Context: an optimization exercise on an open-source flow, tuned for small area and a short achievable clock period. The choices shown serve that exercise and are no tape-out recipe. At most, simulation tests tie the RTL to the original design; equivalence was not proved. Function not checked in run 1: the RTL went through the layout flow alone.

## flow/design.v (module list and top-level ports; edited modules follow where they fit)
// module wcopy: 7 lines
// module systolic_array: 1390 lines
module systolic_array #(
    parameter M           = 5,
    parameter N           = 3,
    parameter K           = 4,
    parameter DATA_WIDTH  = 32
) (
    input clk,
    input rst_n,
    input [DATA_WIDTH*M-1:0] X,
    input [DATA_WIDTH*K-1:0] W,
    output reg [DATA_WIDTH*M*K-1:0] Y,
    output done
);
  // ...
==> flow/flow/run.sh <==
#!/bin/bash
# The standard layout with two changes:
#  - input and output ports are buffered with plain buffers (buf_1) instead
#    of the delay cells buffer_ports picks by default;
#  - after the standard synthesis, fa_polarity.py complements some full
#    adders (a full adder is self-dual) so that fewer inverters are needed
#    between them; registers and all other cells are unchanged.
set -euo pipefail
export BUFFER_PORTS_ARGS="-buffer_cell sky130_fd_sc_hd__buf_1"
RES=orfs/results/${FLOW_PLATFORM}/systolic_array/base
bash standard.sh synth > make_synth.log 2>&1
python3 flow/fa_polarity.py $RES/1_2_yosys.v $RES/1_2_yosys.pol.v > fa_polarity.log 2>&1
cp $RES/1_2_yosys.v 1_2_yosys.standard.v
mv $RES/1_2_yosys.pol.v $RES/1_2_yosys.v
rm -f $RES/1_synth.odb $RES/1_synth.sdc
bash standard.sh > make_layout.log 2>&1
==> flow/flow/fa_polarity.py <==
#!/usr/bin/env python3
"""Remove inverters around full adders in a mapped netlist.

A full adder is self-dual: complementing its three inputs complements both
outputs.  This script chooses, for each sky130 fa cell, whether to use it in
complemented form so that as few inverters as possible are needed, removes
the netlist's inverters (inv/clkinv) and inserts one inverter per net that
still needs a complemented copy.  Registers, ports and every other cell are
left as they are; the netlist computes the same function.

usage: fa_polarity.py IN.v OUT.v
"""
import re, sys, random, collections

src = open(sys.argv[1]).read()
cell_re = re.compile(r'^(\s*)(sky130_fd_sc_hd__\w+)\s+(\S+)\s*\((.*?)\);\s*$', re.S | re.M)
pin_re = re.compile(r'\.(\w+)\(([^()]*)\)')
OUTPINS = {'X', 'Y', 'Q', 'Q_N', 'SUM', 'COUT', 'HI', 'LO'}

m = re.search(r'^\s*module\s+(\w+)\s*\(([^)]*)\);', src, re.M)
ports = set(p.strip() for p in m.group(2).split(','))
def is_port_net(n):
    base = n.split('[')[0].strip()
    return base in ports

cells = []   # [typ, name, pins(dict pin->net), span]
for mm in cell_re.finditer(src):
    typ = mm.group(2).split('__')[1]
    pins = {p: n.strip() for p, n in pin_re.findall(mm.group(4))}
    cells.append([typ, mm.group(3), pins, mm.span()])

def is_inv(t): return re.match(r'(clk)?inv_\d+$', t) is not None
def is_fa(t): return re.match(r'fa_\d+$', t) is not None

drv = {}
for i, (t, n, pins, _) in enumerate(cells):
    for p, net in pins.items():
        if p in OUTPINS:
            drv[net] = i
# inverters we may remove: those whose output is not a port
removable = set()
for i, (t, n, pins, _) in enumerate(cells):
    if is_inv(t) and not is_port_net(pins['Y']):
        removable.add(i)

def source(net):
    par = 0
    seen = 0
    while net in drv and drv[net] in removable:
        par ^= 1
        net = cells[drv[net]][2]['A']
        seen += 1
        assert seen < 100
    return net, par

# every input pin of a kept cell: (cell, pin, source net, parity)
uses = []
for i, (t, n, pins, _) in enumerate(cells):
    if i in removable:
        continue
    for p, net in pins.items():
        if p in OUTPINS:
            continue
        if not (net.startswith('_') or net.startswith('\\') or re.match(r'[A-Za-z]', net)):
            continue  # constants
        s, par = source(net)
        uses.append((i, p, s, par))

fas = [i for i, c in enumerate(cells) if is_fa(c[0])]
flip = collections.defaultdict(int)
bysrc = collections.defaultdict(list)
for u in uses:
    bysrc[u[2]].append(u)

def netcost(s):
    d = drv.get(s)
    fd = flip[d] if d is not None else 0
    need1 = any(par ^ fd ^ flip[i] for (i, p, _, par) in bysrc[s])
    return 1 if need1 else 0

famnets = collections.defaultdict(set)
for s, us in bysrc.items():
    d = drv.get(s)
    if d is not None and is_fa(cells[d][0]):
        famnets[d].add(s)
    for (i, p, _, par) in us:
        if is_fa(cells[i][0]):
            famnets[i].add(s)

def total():
    return sum(netcost(s) for s in bysrc)

before = total()
rng = random.Random(1)
best = before
order = list(fas)
for rnd in range(40):
    rng.shuffle(order)
    changed = False
    for f in order:
        nets = famnets[f]
        b = sum(netcost(s) for s in nets)
        flip[f] ^= 1
        a = sum(netcost(s) for s in nets)
        if a < b or (a == b and rng.random() < 0.3):
            changed = changed or a < b
        else:
            flip[f] ^= 1
    cur = total()
    if cur < best:
        best = cur
        bestflip = dict(flip)
    if rnd > 10 and not changed:
        break
if best < before:
    flip = collections.defaultdict(int, bestflip)
else:
    flip = collections.defaultdict(int)
after = total()

# rewrite
newinv = {}
newwires = []
def inverted(s):
    if s not in newinv:
        k = len(newinv)
        w = f"_polinv{k}_"
        newinv[s] = w
        newwires.append(w)
    return newinv[s]

out_cells = {}
for i, (t, n, pins, span) in enumerate(cells):
    if i in removable:
        out_cells[i] = None
        continue
    np = dict(pins)
    for p, net in pins.items():
        if p in OUTPINS:
            continue
    out_cells[i] = np
for (i, p, s, par) in uses:
    d = drv.get(s)
    fd = flip[d] if d is not None else 0
    need = par ^ fd ^ flip[i]
    out_cells[i][p] = inverted(s) if need else s

def esc(v):
    return v + " " if v.startswith("\\") else v

def fmt(t, n, pins, indent):
    body = ",\n".join(f"{indent}  .{p}({esc(v)})" for p, v in pins.items())
    return f"{indent}sky130_fd_sc_hd__{t} {n} (\n{body}\n{indent});"

pieces = []
last = 0
for i, (t, n, pins, span) in enumerate(cells):
    pieces.append(src[last:span[0]])
    last = span[1]
    if out_cells[i] is None:
        continue
    # keep original formatting of the instance, only pin values change
    indent = re.match(r'\s*', src[span[0]:span[1]]).group(0).lstrip('\n')
    pieces.append("\n" + fmt(t, n, out_cells[i], indent if indent else "  "))
pieces.append(src[last:])
text = "".join(pieces)
# declarations and new inverters
decl = "".join(f"  wire {w};\n" for w in newwires)
insts = "".join(f"  sky130_fd_sc_hd__inv_1 _polinvc{k}_ (\n    .A({esc(s)}),\n    .Y({w})\n  );\n"
                for k, (s, w) in enumerate(newinv.items()))
pos = text.rfind("endmodule")
text = text[:pos] + insts + text[pos:]
# wires right after the module's port list declarations: before first cell
first = cell_re.search(text).start()
text = text[:first] + "\n" + decl + text[first:]
open(sys.argv[2], "w").write(text)
print(f"fa_polarity: {len(fas)} full adders, {sum(flip.values())} complemented; "
      f"inverters {len(removable)} removable -> {len(newinv)} inserted (cost before flips {before})",
      file=sys.stderr)
==> flow/standard.sh <==
#!/bin/bash
# synth_recipe.tcl (not shown) runs the flow's synth.tcl, then flattens the netlist and writes it again
# the make line also repeats each setting of config.mk as NAME=value (left out here)
make -C /OpenROAD-flow-scripts/flow DESIGN_CONFIG=/design/flow/config.mk WORK_HOME=/design/flow/orfs CLKGATE_MAP_FILE= SYNTH_SCRIPT=/design/flow/synth_recipe.tcl "${@:-finish}"
==> flow/config.mk <==
export PLATFORM = sky130hd
export DESIGN_NAME = systolic_array
export DESIGN_NICKNAME = systolic_array
export VERILOG_FILES = /design/flow/design.v
export SDC_FILE = /design/flow/constraint.sdc
export NUM_CORES = 8
export LEC_CHECK = 0
export ABC_AREA = 1
export CAP_MARGIN = 20
export CORE_MARGIN = 2
export CORE_UTILIZATION = 55
export CTS_CLUSTER_DIAMETER = 150
export CTS_CLUSTER_SIZE = 20
export PLACE_DENSITY = 0.65
export SETUP_SLACK_MARGIN = 5
export SLEW_MARGIN = 20
export SYNTH_HIERARCHICAL = 1
==> flow/constraint.sdc <==
create_clock -name core_clock -period 8.5 [get_ports {clk}]
set_input_delay 1.7000 -clock core_clock [delete_from_list [all_inputs] [get_ports {clk}]]
set_output_delay 1.7000 -clock core_clock [all_outputs]
set_load 0.01 [all_outputs]
==> run_results.csv, run 1 <==
group,metric,value,unit
outcome,status,"finished clean",
clocking,cts_tree,"yes",
finish,diodes,63,
global_routing,grt_pass1_wl,645000,um
global_routing,grt_pass1_vias,96600,
clocking,cts_buffers,119,
placement,dp_slack,4070,ps
finish,clkCellAreaFrac,0.0249,
timing,relSlewSlack,0.0945,
detailed_routing,wl,451000,um
timing,clock.fmax,0.283,GHz
detailed_routing,viasPerCell,5.82,
detailed_routing,met1Wirelength,170000,um
clocking,clk_path_buf_depth,3,
job,drv_cap,0,
floorplan,die_area,230000,sq um
finish,num-clock-buffers,197,
min_path,min_to,"wq[1][21]$_DFF_P_",
global_routing,use_met2,0.614,
finish,reg.largest.list,"Y x640, wq x288",
finish,post-route-util,0.617,
finish,largest_register_ffs,640,
finish,layoutNonFillerInstCount,16500,
==> inputs of run 2 (changes only) <==
--- a/flow/design.v
+++ b/flow/design.v
@@ -80,33 +80,39 @@
         for (k = 0; k < 16; k = k + 1) begin
             b2 = x[2*k+1];
             b1 = x[2*k];
             b0 = (k == 0) ? 1'b0 : x[(k == 0) ? 0 : 2*k-1];
             btwo[k] = (b2 & ~b1 & ~b0) | (~b2 & b1 & b0);
         end
     end
 endfunction
+wire [31:0] wsh [0:1];
+genvar c;
+generate
+    for (c = 0; c < 2; c = c + 1) begin : wcp
+        wcopy wc (.clk(clk), .d(wq0_d), .q(wsh[c]));
+    end
+endgenerate
 genvar i;
 generate
     for (i = 0; i < M; i = i + 1) begin : row
         reg [31:0] xr0;
         wire [31:0] xr1 = Y[32*(4*i+2) +: 32];
         wire [31:0] xr2 = Y[32*(4*i+3) +: 32];
         reg [15:0] eone, etwo;       
         wire [31:0] xr0_d = ldany ? X[32*i +: 32] : xr1;
         always @(posedge clk) begin
             xr0 <= xr0_d;
             eone <= bone(xr0_d);
             etwo <= btwo(xr0_d);
         end
         wire [31:0] sum;
         wire [31:0] x = xr0;
-        wire [31:0] w;
-        wcopy wc (.clk(clk), .d(wq0_d), .q(w));
+        wire [31:0] w = wsh[i * 2 / 5];
         wire uclr = clr[i];
         reg [31:0] acc;        
         wire [31:0] accm = uclr ? 32'd0 : acc;
         wire one0 = eone[0];
         wire two0 = etwo[0];
         wire neg0 = x[1];
         wire one1 = eone[1];
         wire two1 = etwo[1];
@@ -837,18 +843,16 @@
         wire ax410 = ax403 ^ ax404;
         wire ax411 = ax405 ^ ax406;
         wire ax412 = ax407 ^ ax408;
         wire ax413 = ax409 ^ ax410;
         wire ax414 = ac160 ^ ac162;
         wire ax415 = ac284 ^ ac286;
         wire ax416 = ax411 ^ ax412;
         wire ax417 = ax413 ^ ax414;
-        wire ax418 = ax415 ^ ax416;
-        wire ax419 = ac288 ^ ac390;
         reg ra_0_0;
         reg ra_0_1;
         reg ra_0_2;
         reg ra_1_0;
         reg ra_1_1;
         reg ra_2_0;
         reg ra_2_1;
         reg ra_2_2;
@@ -963,16 +967,18 @@
         reg ra_30_0;
         reg ra_30_1;
         reg ra_30_2;
         reg ra_30_3;
         reg ra_31_0;
         reg ra_31_1;
         reg ra_31_2;
         reg ra_31_3;
+        reg ra_31_4;
+        reg ra_31_5;
         always @(posedge clk) begin
           ra_0_0 <= neg0;
           ra_0_1 <= accm[0];
           ra_0_2 <= pp0_0;
           ra_1_0 <= accm[1];
           ra_1_1 <= pp0_1;
           ra_2_0 <= neg1;
           ra_2_1 <= accm[2];
@@ -1084,20 +1090,22 @@
           ra_29_0 <= ac382;
           ra_29_1 <= ac384;
           ra_29_2 <= as385;
           ra_29_3 <= as387;
           ra_30_0 <= ac386;
           ra_30_1 <= ac388;
           ra_30_2 <= as389;
           ra_30_3 <= as391;
-          ra_31_0 <= ax417;
-          ra_31_1 <= ax418;
-          ra_31_2 <= ac392;
-          ra_31_3 <= ax419;
+          ra_31_0 <= ax415;
+          ra_31_1 <= ax416;
+          ra_31_2 <= ac288;
+          ra_31_3 <= ac390;
+          ra_31_4 <= ac392;
+          ra_31_5 <= ax417;
         end
         wire bs1 = ra_2_0 ^ ra_2_1;
         wire bc2 = ra_2_0 & ra_2_1;
         wire bs3 = ra_3_0 ^ ra_3_1;
         wire bc4 = ra_3_0 & ra_3_1;
         wire bs5 = ra_4_0 ^ ra_4_1 ^ ra_4_2;
         wire bc6 = (ra_4_0 & ra_4_1) | (ra_4_0 & ra_4_2) | (ra_4_1 & ra_4_2);
         wire bs7 = ra_5_0 ^ ra_5_1 ^ ra_5_2;
@@ -1211,20 +1219,22 @@
         wire bs115 = ra_28_3 ^ bc52 ^ bs53;
         wire bc116 = (ra_28_3 & bc52) | (ra_28_3 & bs53) | (bc52 & bs53);
         wire bs117 = ra_29_3 ^ bc54 ^ bs55;
         wire bc118 = (ra_29_3 & bc54) | (ra_29_3 & bs55) | (bc54 & bs55);
         wire bs119 = ra_30_3 ^ bc56 ^ bs57;
         wire bc120 = (ra_30_3 & bc56) | (ra_30_3 & bs57) | (bc56 & bs57);
         wire bx121 = ra_31_0 ^ ra_31_1;
         wire bx122 = ra_31_2 ^ ra_31_3;
-        wire bx123 = bx121 ^ bx122;
-        wire bx124 = bc58 ^ bx123;
+        wire bx123 = ra_31_4 ^ ra_31_5;
+        wire bx124 = bx121 ^ bx122;
+        wire bx125 = bx123 ^ bc58;
+        wire bx126 = bx124 ^ bx125;
         wire [31:0] r0 = {bc120, bc118, bc116, bc114, bc112, bc110, bc108, bc106, bc104, bc102, bc100, bc98, bc96, bc94, bc92, bc90, bc88, bc86, bc84, bc82, bc80, bc78, bc76, bc74, bc72, bc70, bc68, bc66, bc64, bc62, bc60, ra_0_2};
-        wire [31:0] r1 = {bx124, bs119, bs117, bs115, bs113, bs111, bs109, bs107, bs105, bs103, bs101, bs99, bs97, bs95, bs93, bs91, bs89, bs87, bs85, bs83, bs81, bs79, bs77, bs75, bs73, bs71, bs69, bs67, bs65, bs63, bs61, bs59};
+        wire [31:0] r1 = {bx126, bs119, bs117, bs115, bs113, bs111, bs109, bs107, bs105, bs103, bs101, bs99, bs97, bs95, bs93, bs91, bs89, bs87, bs85, bs83, bs81, bs79, bs77, bs75, bs73, bs71, bs69, bs67, bs65, bs63, bs61, bs59};
         wire [31:0] cg0 = r0 & r1;
         wire [31:0] cp0 = r0 ^ r1;
         wire sg1_1 = cg0[1] | (cp0[1] & cg0[0]);
         wire sp1_1 = cp0[1] & cp0[0];
         wire sg1_3 = cg0[3] | (cp0[3] & cg0[2]);
         wire sp1_3 = cp0[3] & cp0[2];
         wire sg1_5 = cg0[5] | (cp0[5] & cg0[4]);
         wire sp1_5 = cp0[5] & cp0[4];
--- a/flow/flow/fa_polarity.py
+++ b/flow/flow/fa_polarity.py
@@ -1,12 +1,14 @@
 #!/usr/bin/env python3
 """Remove inverters around full adders in a mapped netlist.
 
 A full adder is self-dual: complementing its three inputs complements both
+outputs; an XOR gate absorbs an inverted input or output by becoming XNOR
+(and back).
 outputs.  This script chooses, for each sky130 fa cell, whether to use it in
 complemented form so that as few inverters as possible are needed, removes
 the netlist's inverters (inv/clkinv) and inserts one inverter per net that
 still needs a complemented copy.  Registers, ports and every other cell are
 left as they are; the netlist computes the same function.
 
 usage: fa_polarity.py IN.v OUT.v
 """
@@ -26,16 +28,17 @@
 cells = []   # [typ, name, pins(dict pin->net), span]
 for mm in cell_re.finditer(src):
     typ = mm.group(2).split('__')[1]
     pins = {p: n.strip() for p, n in pin_re.findall(mm.group(4))}
     cells.append([typ, mm.group(3), pins, mm.span()])
 
 def is_inv(t): return re.match(r'(clk)?inv_\d+$', t) is not None
 def is_fa(t): return re.match(r'fa_\d+$', t) is not None
+def is_xor(t): return re.match(r'x(n)?or2_[124]$', t) is not None
 
 drv = {}
 for i, (t, n, pins, _) in enumerate(cells):
     for p, net in pins.items():
         if p in OUTPINS:
             drv[net] = i
 # inverters we may remove: those whose output is not a port
 removable = set()
@@ -61,32 +64,32 @@
     for p, net in pins.items():
         if p in OUTPINS:
             continue
         if not (net.startswith('_') or net.startswith('\\') or re.match(r'[A-Za-z]', net)):
             continue  # constants
         s, par = source(net)
         uses.append((i, p, s, par))
 
-fas = [i for i, c in enumerate(cells) if is_fa(c[0])]
+fas = [i for i, c in enumerate(cells) if is_fa(c[0]) or is_xor(c[0])]
 flip = collections.defaultdict(int)
 bysrc = collections.defaultdict(list)
 for u in uses:
     bysrc[u[2]].append(u)
 
 def netcost(s):
     d = drv.get(s)
     fd = flip[d] if d is not None else 0
-    need1 = any(par ^ fd ^ flip[i] for (i, p, _, par) in bysrc[s])
+    need1 = any(par ^ fd ^ flip[i] for (i, p, _, par) in bysrc[s] if not is_xor(cells[i][0]))
     return 1 if need1 else 0
 
 famnets = collections.defaultdict(set)
 for s, us in bysrc.items():
     d = drv.get(s)
-    if d is not None and is_fa(cells[d][0]):
+    if d is not None and (is_fa(cells[d][0]) or is_xor(cells[d][0])):
         famnets[d].add(s)
     for (i, p, _, par) in us:
         if is_fa(cells[i][0]):
             famnets[i].add(s)
 
 def total():
     return sum(netcost(s) for s in bysrc)
 
@@ -134,21 +137,34 @@
     if i in removable:
         out_cells[i] = None
         continue
     np = dict(pins)
     for p, net in pins.items():
         if p in OUTPINS:
             continue
     out_cells[i] = np
+xtog = collections.defaultdict(int)
 for (i, p, s, par) in uses:
     d = drv.get(s)
     fd = flip[d] if d is not None else 0
+    if is_xor(cells[i][0]):
+        xtog[i] ^= par ^ fd
+        out_cells[i][p] = s
+        continue
     need = par ^ fd ^ flip[i]
     out_cells[i][p] = inverted(s) if need else s
+for i, c in enumerate(cells):
+    if is_xor(c[0]) and (xtog[i] ^ flip[i]):
+        c[0] = c[0].replace("xnor2", "XX").replace("xor2", "xnor2").replace("XX", "xor2")
+        pn = out_cells[i]
+        if "X" in pn:
+            out_cells[i] = {("Y" if k == "X" else k): v for k, v in pn.items()}
+        else:
+            out_cells[i] = {("X" if k == "Y" else k): v for k, v in pn.items()}
 
 def esc(v):
     return v + " " if v.startswith("\\") else v
 
 def fmt(t, n, pins, indent):
     body = ",\n".join(f"{indent}  .{p}({esc(v)})" for p, v in pins.items())
     return f"{indent}sky130_fd_sc_hd__{t} {n} (\n{body}\n{indent});"
 
==> flow/config.mk (replaced) <==
export PLATFORM = sky130hd
export DESIGN_NAME = systolic_array
export DESIGN_NICKNAME = systolic_array
export VERILOG_FILES = /design/flow/design.v
export SDC_FILE = /design/flow/constraint.sdc
export NUM_CORES = 8
export LEC_CHECK = 0
export ABC_AREA = 1
export CAP_MARGIN = 20
export CORE_MARGIN = 2
export CORE_UTILIZATION = 50
export CTS_CLUSTER_DIAMETER = 150
export CTS_CLUSTER_SIZE = 20
export PLACE_DENSITY = 0.6
export SETUP_SLACK_MARGIN = 5
export SLEW_MARGIN = 20
export SYNTH_HIERARCHICAL = 1
==> run 2 against run 1 <==
Highest routed layer unchanged. First-iteration DRC count shrank 3.7%. Setup slack gained 33 ps. Critical endpoint is now Y[428]$_DFFE_PP_. Clock-buffer cell count grew 1. Global-route usage shrank 3.0 points. Largest cell class unchanged.
==> run_results.csv, run 2 <==
group,metric,value,unit
outcome,status,"finished clean",
floorplan,core_area,243000,sq um
finish,layoutNonFillerInstCount,16200,
critical_path,r2r_slack,5000,ps
finish,final_cell_mix,"nand2_1, dfxtp_1, inv_1",
global_routing,grtUsageMet1,0.435,
clocking,htree_levels,3,
timing,worst_slew_pin_slew,1200,ps
global_routing,grt_pass1_vias,95300,
timing,relSlewSlack,0.199,
placement,dp.cells,15800,
synthesis,syn-num-nets,13900,
finish,layout_commonest_cell,"nand2_1",
timing,min_period_over_period,0.412,
detailed_routing,dr.pass1.iters,6,
finish,reg.largest.list,"Y x640, wq x288, row.acc x160",
synthesis,ys_warn_count,10,
global_routing,grt_pass1_wl,643000,um
floorplan,start_util,0.502,
finish,largest_register_ffs,640,
finish,fin_nets,14700,
timing,fin_setup_tns,0,ps
detailed_routing,drc,0,
floorplan,chipHeight,497,um
global_routing,use_met2,0.565,
global_routing,grt.met3_usage,0.0778,
global_routing,antenna_found_initial,34,
critical_path,endpoint_kind,"flip-flop",
clocking,worstSkewPairLatency,890,ps
critical_path,cp_data_required_time,9010,ps
timing,clock.fmax,0.285,GHz
critical_path,arrival,4020,ps
clocking,cts_buffers,115,
timing,hold_violations,0,
detailed_routing,wl_per_cell,27.4,um
finish,largest-register,"Y",
global_routing,grt_busiest_layer,"met2",
critical_path,cp-start-kind,"flip-flop",
timing,post-route-min-period,3500,ps
placement,port_buffers,930,
clocking,clkSlewWorstSetupHoldPaths,90,ps
floorplan,die_area,247000,sq um
finish,syn_to_final_growth,10.9,%
clocking,cts_tree,"yes",
critical_path,crit_type,"reg -> reg",
detailed_routing,wl,444000,um
timing,rsz0062_at_grt,"yes",
placement,place_congestion,0.952,
placement,dp.final_hpwl,313000,um
clocking,root_buffer,"clkbuf_16",
timing,setup_viol,0,
timing,final-max-slew-violation-count,0,
floorplan,die_x,497,um
synthesis,syn-cell-area,122000,sq um
detailed_routing,final_antenna_net_count,0,
global_routing,grt_max_degree,126,
min_path,min_path_type,"reg -> reg",
clocking,cts_hold_buf,0,
synthesis,syn_avg_cell_area,10.0,sq um
clocking,clk_path_buf_depth,3,
finish,drive_above_1_share,0.0814,
critical_path,crit_fanout,6,
synthesis,synthCells,12200,
timing,worst_clock_skew,74.2,ps
detailed_routing,viasPerCell,5.78,
detailed_routing,drt_iter0_markers,9480,
job,drv_cap,0,
global_routing,track_usage,0.351,
floorplan,core.rowCount,181,
detailed_routing,vias,93700,
floorplan,io_pins,931,
timing,hold_ws,296,ps
clocking,cts_sinks,2111,
global_routing,grt-ovfl-total,0,
-- run 2: what timing repair did --
action,4_1_cts,5_1_grt
cloned,15,8
setup buffers,123,73
pin swaps,10,36
endpoints found under the setup margin,469,360
gates resized for setup,215,272
-- run 2: cell type report --
cell class / instances / area, sq um
clock inverter: 7 / 113
sequential: 2111 / 48900
inverter: 1467 / 5900
multi-input combinational: 7863 / 65200
clock buffer: 198 / 3210
antenna: 13 / 32.5
timing repair inverter: 18 / 97.6
timing repair buffer: 1335 / 7460
fill: 21500 / 108000
tap: 3202 / 4010
-- run 2: worst max-delay path: stages, from the launching register on --
cell	delay (ps)
dfxtp_1	340
fa_1	590
fa_1	430
ha_1	370
nand2_1	100
o21ai_2	300
inv_1	90
nand2_2	130
xor2_1	770
-- run 2: per-stage QoR --
stage	instance area [sq um]	setup WS (ps)	utilization
after global routing	135000	4970	0.556
final	135000	5000	0.556
after floorplan	122000	5050	-
after CTS	133000	4910	0.549
after detailed placement	128000	4190	0.527
after global placement	128000	4240	0.527
-- run 2: final timing paths --
path / start / endpoint / cells past startpoint
setup / recovery: row[3].ra_10_0$_DFF_P_ / Y[428]$_DFFE_PP_ / 8
max in group asynchronous: rst_n / clr[0]$_DFF_PN0_ / 1
hold / removal: wq[5][18]$_DFF_P_ / wq[4][18]$_DFF_P_ / 0
setup reg to reg: row[3].ra_10_0$_DFF_P_ / Y[428]$_DFFE_PP_ / 8
min in group asynchronous: rst_n / cnt[1]$_DFFE_PN0P_ / 1
hold reg to reg: wq[5][18]$_DFF_P_ / wq[4][18]$_DFF_P_ / 0
-- run 2: metal layers --
layer | up-vias | routed length, um
li1 | 40900 | -
met1 | 46500 | 166000
met5 | - | 126
met4 | 14 | 30800
met2 | 5027 | 206000
met3 | 1266 | 40800
==> inputs of run 3 (changes only) <==
--- a/flow/flow/fa_polarity.py
+++ b/flow/flow/fa_polarity.py
@@ -4,6 +4,5 @@
 A full adder is self-dual: complementing its three inputs complements both
 outputs; an XOR gate absorbs an inverted input or output by becoming XNOR
-(and back).
-outputs.  This script chooses, for each sky130 fa cell, whether to use it in
+(and back).  This script chooses, for each sky130 fa and xor/xnor cell, whether to use it in
 complemented form so that as few inverters as possible are needed, removes
 the netlist's inverters (inv/clkinv) and inserts one inverter per net that
--- a/flow/config.mk
+++ b/flow/config.mk
@@ -12,4 +12,5 @@
 export CTS_CLUSTER_DIAMETER = 150
 export CTS_CLUSTER_SIZE = 20
+export GPL_TIMING_DRIVEN = 0
 export PLACE_DENSITY = 0.6
 export SETUP_SLACK_MARGIN = 5
==> run 3 against run 2 <==
Sequential share of layout area decreased by 2.4 points. Non-clock buffer count increased by 706. Sequential cell count unchanged. Synthesized area unchanged. Setup slack got worse by 270 ps. Die area unchanged. Global-route usage increased by 18 points. Fmax decreased by 7.2%.
==> run_results.csv, run 3 <==
group,metric,value,unit
outcome,status,"finished clean",
job,drv_cap,0,
timing,worst_slew_pin_slew,1320,ps
clocking,cts_hold_buf,0,
critical_path,endpoint_kind,"flip-flop",
placement,place_congestion,1.09,
global_routing,grt-ovfl-total,0,
timing,rsz0062_at_grt,"yes",
timing,post-route-min-period,3780,ps
clocking,htree_levels,3,
clocking,clk_path_buf_depth,3,
finish,drive_above_1_share,0.152,
global_routing,track_usage,0.534,
synthesis,ys_warn_count,10,
finish,largest-register,"Y",
floorplan,die_area,247000,sq um
critical_path,cp_data_required_time,9260,ps
detailed_routing,wl,678000,um
detailed_routing,dr_wl_met2,278000,um
global_routing,antenna_found_initial,88,
timing,hold_violations,0,
finish,reg.largest.list,"Y x640, wq x288, row.acc x160",
floorplan,die_x,497,um
timing,setup_viol,0,
critical_path,cp-start-kind,"flip-flop",
detailed_routing,wl_per_cell,39.9,um
critical_path,arrival,4540,ps
synthesis,syn-num-nets,13900,
detailed_routing,vias,109000,
clocking,cts_sinks,2111,
min_path,min_path_type,"reg -> reg",
synthesis,synthCells,12200,
placement,dp.final_hpwl,512000,um
clocking,worstSkewPairLatency,900,ps
finish,final_cell_mix,"nand2_1, dfxtp_1, inv_1",
critical_path,crit_chain,"clkinvlp_4 > buf_12 > buf_8 > o22ai_4 > xor2_2 > fa_1 > fa_1 > fa_2 > fa_2 > inv_2",
detailed_routing,viasPerCell,6.40,
critical_path,max_stage_delay,580,ps
synthesis,syn-cell-area,122000,sq um
detailed_routing,met1Wirelength,224000,um
detailed_routing,drc,0,
critical_path,cp_num_buf_inv,4,
detailed_routing,drt_iter0_markers,16400,
floorplan,start_util,0.502,
synthesis,syn_avg_cell_area,10.0,sq um
timing,final-max-slew-violation-count,0,
detailed_routing,wl_met3,89600,um
timing,min_period_over_period,0.444,
floorplan,io_pins,931,
finish,layout_commonest_cell,"nand2_1",
detailed_routing,final_antenna_net_count,0,
finish,fin_nets,15400,
timing,hold_ws,300,ps
global_routing,grt_pass1_wl,892000,um
clocking,cts_buffers,117,
clocking,cts_tree,"yes",
critical_path,crit_type,"reg -> reg",
critical_path,path_delay_family,"adder cells",
clocking,clkSlewWorstSetupHoldPaths,90,ps
critical_path,crit_fanout,10,
global_routing,grt_pass1_vias,106000,
placement,port_buffers,930,
floorplan,core_area,243000,sq um
finish,largest_register_ffs,640,
floorplan,core.rowCount,181,
finish,syn_to_final_growth,19.1,%
floorplan,chipHeight,497,um
global_routing,grt_max_degree,70,
timing,relSlewSlack,0.122,
clocking,root_buffer,"clkbuf_16",
timing,clock.fmax,0.265,GHz
timing,worst_clock_skew,72.4,ps
critical_path,slowest_stage,"fa_1",
detailed_routing,highest_layer,"met5",
detailed_routing,dr.pass1.iters,15,
timing,fin_setup_tns,0,ps
[run 3: layout make-up]
type	count	area, sq um
antenna	91	228
buffer	730	5510
fill	19900	97700
multi-input combinational	7865	68600
tap	3202	4010
inverter	1467	5810
timing repair buffer	1311	8220
clock buffer	201	3290
clock inverter	11	214
sequential	2111	49000
[run 3: metal layers]
metal,GRT usage,vias to the layer above
li1,-,42400
met3,0.191,3083
met1,0.614,53500
met4,0.540,32
met5,0,-
met2,0.754,9685
[run 3: stage by stage]
stage               area [sq um]  setup slack [ps]  std cells  utilization
floorplan                 122000              5050      12200            -
global placement          129000               920      16300        0.533
detailed placement        131000              3000      16400        0.540
CTS                       142000              4810      16800        0.586
global route              145000              4750      16900        0.597
finish                    145000              4720      17000        0.597
[run 3: worst paths after layout]
kind	from	endpoint	slack (ps)	cells after the start
worst max-delay path	wcp[0].wc.q[16]$_DFF_P_	row[1].ra_29_3$_DFF_P_	4720	10
worst min-delay path	wq[3][2]$_DFF_P_	wq[2][2]$_DFF_P_	300	0
worst max register to register	wcp[0].wc.q[16]$_DFF_P_	row[1].ra_29_3$_DFF_P_	4720	10
worst min register to register	wq[3][2]$_DFF_P_	wq[2][2]$_DFF_P_	300	0
max in group asynchronous	rst_n	wy[1]$_DFF_PN0_	6990	1
min in group asynchronous	rst_n	wy[3]$_DFF_PN0_	900	1
[run 3: repair_timing]
| action | 4_1_cts | 5_1_grt |
|---|---|---|
| hold endpoints to repair | 0 | 0 |
| cloned | 6 | 1 |
| pin swaps | 220 | 210 |
| gates resized for setup | 1457 | 530 |
| endpoints found under the setup margin | 958 | 482 |
| buffers inserted | 238 | 73 |
[run 3: worst reg2reg max path, stage by stage (launching register included)]
cell	delay (ps)
dfxtp_2	350
clkinvlp_4	250
buf_12	260
buf_8	190
o22ai_4	270
xor2_2	220
fa_1	470
fa_1	580
fa_2	500
fa_2	580
inv_2	40
==> inputs of run 4 (changes only) <==
--- a/flow/config.mk
+++ b/flow/config.mk
@@ -12,5 +12,5 @@
 export CTS_CLUSTER_DIAMETER = 150
 export CTS_CLUSTER_SIZE = 20
-export GPL_TIMING_DRIVEN = 0
+export GPL_ROUTABILITY_DRIVEN = 0
 export PLACE_DENSITY = 0.6
 export SETUP_SLACK_MARGIN = 5
==> run 4 against run 3 <==
Highest routed layer unchanged. Critical path depth down 2. Global-route usage is 19 points lower. Sequential cell count is the same. Sequential share of layout area increased by 2.4 points. Critical path type unchanged. Die area stayed put. Setup slack improved by 290 ps. Clock-buffer cell count shrank 8. Register-to-register slack improved by 290 ps.
==> run_results.csv, run 4 <==
group,metric,value,unit
outcome,status,"finished clean",
clocking,root_buffer,"clkbuf_16",
floorplan,start_util,0.502,
detailed_routing,drt_iter0_markers,10300,
finish,reg.largest.list,"Y x640, wq x288, row.acc x160",
finish,layoutNonFillerInstCount,16200,
finish,largest_register_ffs,640,
finish,largest-register,"Y",
floorplan,die_x,497,um
timing,relSlewSlack,0.132,
placement,dp.final_hpwl,312000,um
detailed_routing,dr.pass1.iters,8,
synthesis,syn-cell-area,122000,sq um
placement,dp.cells,15800,
global_routing,grt_pass1_vias,95400,
global_routing,track_usage,0.346,
critical_path,endpoint_kind,"flip-flop",
floorplan,core.rowCount,181,
finish,fill_cells,21600,
critical_path,arrival,4230,ps
detailed_routing,wl,441000,um
synthesis,syn-num-nets,13900,
finish,drive_above_1_share,0.0807,
min_path,hold_depth,0,
min_path,min_to,"wq[4][18]$_DFF_P_",
clocking,htree_levels,3,
clocking,cts_sinks,2111,
detailed_routing,final_antenna_net_count,0,
global_routing,grt_pass1_wl,636000,um
critical_path,rr_worst_depth,8,
timing,min_period_over_period,0.410,
finish,final-seq-area,48900,sq um
critical_path,r2r-end,"row[3].ra_30_3$_DFF_P_",
clocking,cts_tree,"yes",
floorplan,io_pins,931,
detailed_routing,drc,0,
timing,rsz0062_at_grt,"yes",
job,drv_cap,0,
floorplan,core_area,243000,sq um
timing,clock.fmax,0.287,GHz
finish,post-route-util,0.556,
timing,worst_clock_skew,72.7,ps
timing,final-max-slew-violation-count,0,
critical_path,cp-start-kind,"flip-flop",
synthesis,syn_avg_cell_area,10.0,sq um
global_routing,grt_max_degree,120,
min_path,min_from,"wq[5][18]$_DFF_P_",
clocking,cts_buffers,116,
timing,post-route-min-period,3490,ps
finish,multi_input_area,65100,sq um
timing,setup_viol,0,
global_routing,grt-ovfl-total,0,
clocking,cts_hold_buf,0,
timing,worst_slew_pin_slew,1300,ps
timing,fin_setup_tns,0,ps
timing,hold_violations,0,
critical_path,crit_fanout,4,
finish,fin_nets,14700,
placement,port_buffers,930,
floorplan,die_area,247000,sq um
finish,layout_commonest_cell,"nand2_1",
detailed_routing,vias,94700,
critical_path,crit_type,"reg -> reg",
clocking,clk_path_buf_depth,3,
critical_path,cp_data_required_time,9240,ps
global_routing,antenna_found_initial,36,
floorplan,chipHeight,497,um
finish,syn_to_final_growth,10.8,%
min_path,min_path_type,"reg -> reg",
detailed_routing,wl_per_cell,27.2,um
clocking,clkSlewWorstSetupHoldPaths,90,ps
synthesis,synthCells,12200,
critical_path,r2r_slack,5010,ps
detailed_routing,viasPerCell,5.84,
critical_path,r2r-start,"row[3].eone[6]$_DFF_P_",
synthesis,ys_warn_count,10,
clocking,worstSkewPairLatency,890,ps
finish,final_cell_mix,"nand2_1, dfxtp_1, inv_1",
-- run 4: repair_timing --
item / 4_1_cts / 5_1_grt
pin swaps: 13 / 25
resized for setup: 202 / 256
setup endpoints to repair: 416 / 340
buffers inserted: 139 / 58
gates cloned: 18 / 8
-- run 4: cell type report --
| class | count | area share |
|---|---|---|
| inverter | 1467 | 0.0438 |
| clock inverter | 9 | 0.00104 |
| timing repair buffer | 1328 | 0.0540 |
| antenna | 29 | 0.000539 |
| multi-input combinational | 7864 | 0.483 |
| clock buffer | 193 | 0.0239 |
| tap | 3202 | 0.0297 |
| sequential | 2111 | 0.363 |
| timing repair inverter | 20 | 0.000817 |
-- run 4: how the worst max path moves through the flow --
stage	startpoint	endpoint	slack, ps	cells after the start
6_report	row[3].eone[6]$_DFF_P_	row[3].ra_30_3$_DFF_P_	5010	8
5_1_grt	row[2].ra_5_0$_DFF_P_	Y[337]$_DFFE_PP_	4900	12
4_1_cts	row[1].eone[8]$_DFF_P_	row[1].ra_30_3$_DFF_P_	4930	8
3_5_place_dp	clr[0]$_DFF_PN0_	row[1].ra_28_3$_DFF_P_	4370	8
3_3_place_gp	clr[0]$_DFF_PN0_	row[1].ra_28_3$_DFF_P_	4370	8
2_1_floorplan	row[2].xr0[1]$_DFF_P_	row[2].ra_27_3$_DFF_P_	5050	10
-- run 4: stage by stage --
step | hold slack [ps] | setup WS [ps] | area (sq um)
2_1_floorplan | 310 | 5050 | 122000
3_3_place_gp | 310 | 4370 | 128000
3_5_place_dp | 312 | 4370 | 128000
4_1_cts | 314 | 4930 | 133000
5_1_grt | 319 | 4900 | 135000
6_report | 294 | 5010 | 135000
-- run 4: metal layers --
layer	part of all wire	wire length, um	GRT usage	vias up
li1	-	-	-	40900
met1	0.37	162000	0.424	46900
met2	0.46	203000	0.555	5578
met3	0.10	44000	0.0832	1405
met4	0.072	31600	0.208	12
met5	0.00051	223	0.00444	-
-- run 4: critical path, stage by stage (launching register included) --
cell and delay (ps):
dfxtp_2 460, clkinvlp_4 210, o22ai_1 290, xor2_1 280
fa_1 470, fa_1 540, inv_1 60, fa_1 600
fa_1 440
==> inputs of run 5 (changes only) <==
--- a/flow/config.mk
+++ b/flow/config.mk
@@ -12,5 +12,4 @@
 export CTS_CLUSTER_DIAMETER = 150
 export CTS_CLUSTER_SIZE = 20
-export GPL_ROUTABILITY_DRIVEN = 0
 export PLACE_DENSITY = 0.6
 export SETUP_SLACK_MARGIN = 5
==> run 5 against run 4 <==
Still clean on timing, DRC and antenna. Synthesized area stayed put. Wire length is 0.77% higher. Cell count hardly changed. Register-to-register slack worse by 20 ps. Non-clock buffer count is 7 higher. Clock-buffer cell count is 5 higher. Die area stayed put. Sequential share of layout area hardly changed. Synthesized cell count stayed put. Critical path type unchanged. Critical endpoint is now Y[428]$_DFFE_PP_.
==> run_results.csv, run 5 <==
group,metric,value,unit
finish,reg.largest.list,"Y x640, wq x288, row.acc x160",
global_routing,grt-ovfl-total,0,
global_routing,antenna_found_initial,34,
finish,largest_register_ffs,640,
timing,worst_slew_pin_slew,1200,ps
timing,post-route-min-period,3500,ps
critical_path,r2r-start,"row[3].ra_10_0$_DFF_P_",
clocking,cts_tree,"yes",
placement,place_area,128000,sq um
timing,setup_viol,0,
placement,place_congestion,0.952,
detailed_routing,wl,444000,um
synthesis,syn-cell-area,122000,sq um
clocking,clk_path_buf_depth,3,
timing,hold_violations,0,
floorplan,die_area,247000,sq um
min_path,min_path_type,"reg -> reg",
timing,clock.fmax,0.285,GHz
synthesis,syn_avg_cell_area,10.0,sq um
finish,largest-register,"Y",
timing,min_period_over_period,0.412,
critical_path,startpoint,"row[3].ra_10_0$_DFF_P_",
finish,design_area,135000,sq um
min_path,min_from,"wq[5][18]$_DFF_P_",
critical_path,endpoint,"Y[428]$_DFFE_PP_",
synthesis,synthCells,12200,
finish,drive_above_1_share,0.0814,
critical_path,cp-start-kind,"flip-flop",
critical_path,r2r_slack,5000,ps
clocking,htree_levels,3,
global_routing,use_met2,0.565,
detailed_routing,final_antenna_net_count,0,
finish,fin_nets,14700,
floorplan,core_area,243000,sq um
placement,port_buffers,930,
critical_path,endpoint_kind,"flip-flop",
timing,rsz0062_at_grt,"yes",
critical_path,cp_data_required_time,9010,ps
timing,relSlewSlack,0.199,
critical_path,crit_fanout,6,
detailed_routing,drt_iter0_markers,9480,
detailed_routing,vias,93700,
clocking,worstSkewPairLatency,890,ps
global_routing,grtUsageMet1,0.435,
critical_path,arrival,4020,ps
timing,hold_ws,296,ps
timing,fin_setup_tns,0,ps
finish,layout_commonest_cell,"nand2_1",
global_routing,grt_pass1_wl,643000,um
timing,final-max-slew-violation-count,0,
timing,worst_clock_skew,74.2,ps
floorplan,die_x,497,um
clocking,cts_buffers,115,
global_routing,grt_max_degree,126,
finish,layoutNonFillerInstCount,16200,
critical_path,crit_type,"reg -> reg",
clocking,cts_hold_buf,0,
global_routing,track_usage,0.351,
detailed_routing,drc,0,
synthesis,syn-num-nets,13900,
finish,post-route-util,0.556,
critical_path,rr_worst_depth,8,
floorplan,io_pins,931,
placement,dp.cells,15800,
floorplan,core.rowCount,181,
detailed_routing,wl_per_cell,27.4,um
detailed_routing,viasPerCell,5.78,
clocking,clkSlewWorstSetupHoldPaths,90,ps
outcome,status,"finished clean",
floorplan,start_util,0.502,
placement,dp.final_hpwl,313000,um
floorplan,chipHeight,497,um
global_routing,grt.met3_usage,0.0778,
job,drv_cap,0,
critical_path,r2r-end,"Y[428]$_DFFE_PP_",
clocking,cts_sinks,2111,
global_routing,grt_pass1_vias,95300,
finish,final_cell_mix,"nand2_1, dfxtp_1, inv_1",
detailed_routing,dr.pass1.iters,6,
global_routing,grt_busiest_layer,"met2",
clocking,root_buffer,"clkbuf_16",
finish,fill_cells,21500,
finish,syn_to_final_growth,10.9,%
synthesis,ys_warn_count,10,
## run 5: how the worst min path moves through the flow
stage | to | depth (start not counted)
floorplan | wq[1][0]$_DFF_P_ | 0
global placement | wq[7][11]$_DFF_P_ | 0
detailed placement | wq[4][25]$_DFF_P_ | 0
CTS | wq[4][18]$_DFF_P_ | 0
global route | wq[8][17]$_DFF_P_ | 0
finish | wq[4][18]$_DFF_P_ | 0
## run 5: layout make-up
class | instances | area (sq um) | share of cell area
Antenna cell | 13 | 32.5 | 0.000241
Clock buffer | 198 | 3210 | 0.0238
Clock inverter | 7 | 113 | 0.000835
Inverter | 1467 | 5900 | 0.0437
Multi-Input combinational cell | 7863 | 65200 | 0.483
Sequential cell | 2111 | 48900 | 0.362
Tap cell | 3202 | 4010 | 0.0297
Timing Repair Buffer | 1335 | 7460 | 0.0553
Timing Repair inverter | 18 | 97.6 | 0.000723
## run 5: stage by stage
stage          setup WS [ps]
2_1_floorplan           5050
3_3_place_gp            4240
3_5_place_dp            4190
4_1_cts                 4910
5_1_grt                 4970
6_report                5000
## run 5: metal layers
metal  share of wire  vias to the layer above
li1                -                    40900
met1            0.37                    46500
met2            0.46                     5027
met3           0.092                     1266
met4           0.069                       14
met5         0.00028                        -
## run 5: repair_timing
action / CTS / global route
endpoints found under the setup margin: 469 / 360
gates resized for setup: 215 / 272
setup buffers: 123 / 73
pin swaps: 10 / 36
gates cloned: 15 / 8
## run 5: critical path, stage by stage (launching register included)
cell and delay (ps):
dfxtp_1 340, fa_1 590, fa_1 430, ha_1 370, nand2_1 100, o21ai_2 300, inv_1 90, nand2_2 130
xor2_1 770

[afterwards: timing with drivers on the ports]
In the flow no input, the clock included, has a driving cell. The finished layouts below were timed again as built, in two steps. Step 1: set_driving_cell puts a clkbuf_16 on clk and a buf_2 on each other input, an assumption about the parent block. Step 2 moves the port delays by t, midway between the first and last clock arrival at a register: inputs arrive t later, outputs are due t later. That takes back most of the time a late clock gives input paths. Three values: ideal, step 1, step 2; two values: the first two.
run | t (ns) | setup slack, ns | worst setup path at the end | slew at the worst register clock pin (ns)
run 1 | 0.908 | 4.963 / 4.939 / 4.963 | register to register | 0.10 / 0.10
run 2 | 0.956 | 4.996 / 4.897 / 4.996 | register to register | 0.11 / 0.11
run 3 | 0.981 | 4.723 / 4.723 / 4.723 | register to register | 0.11 / 0.11
run 4 | 0.955 | 5.011 / 4.912 / 5.011 | register to register | 0.10 / 0.10
run 5 | 0.956 | 4.996 / 4.897 / 4.996 | register to register | 0.11 / 0.11
After both steps every run listed still meets setup and hold.
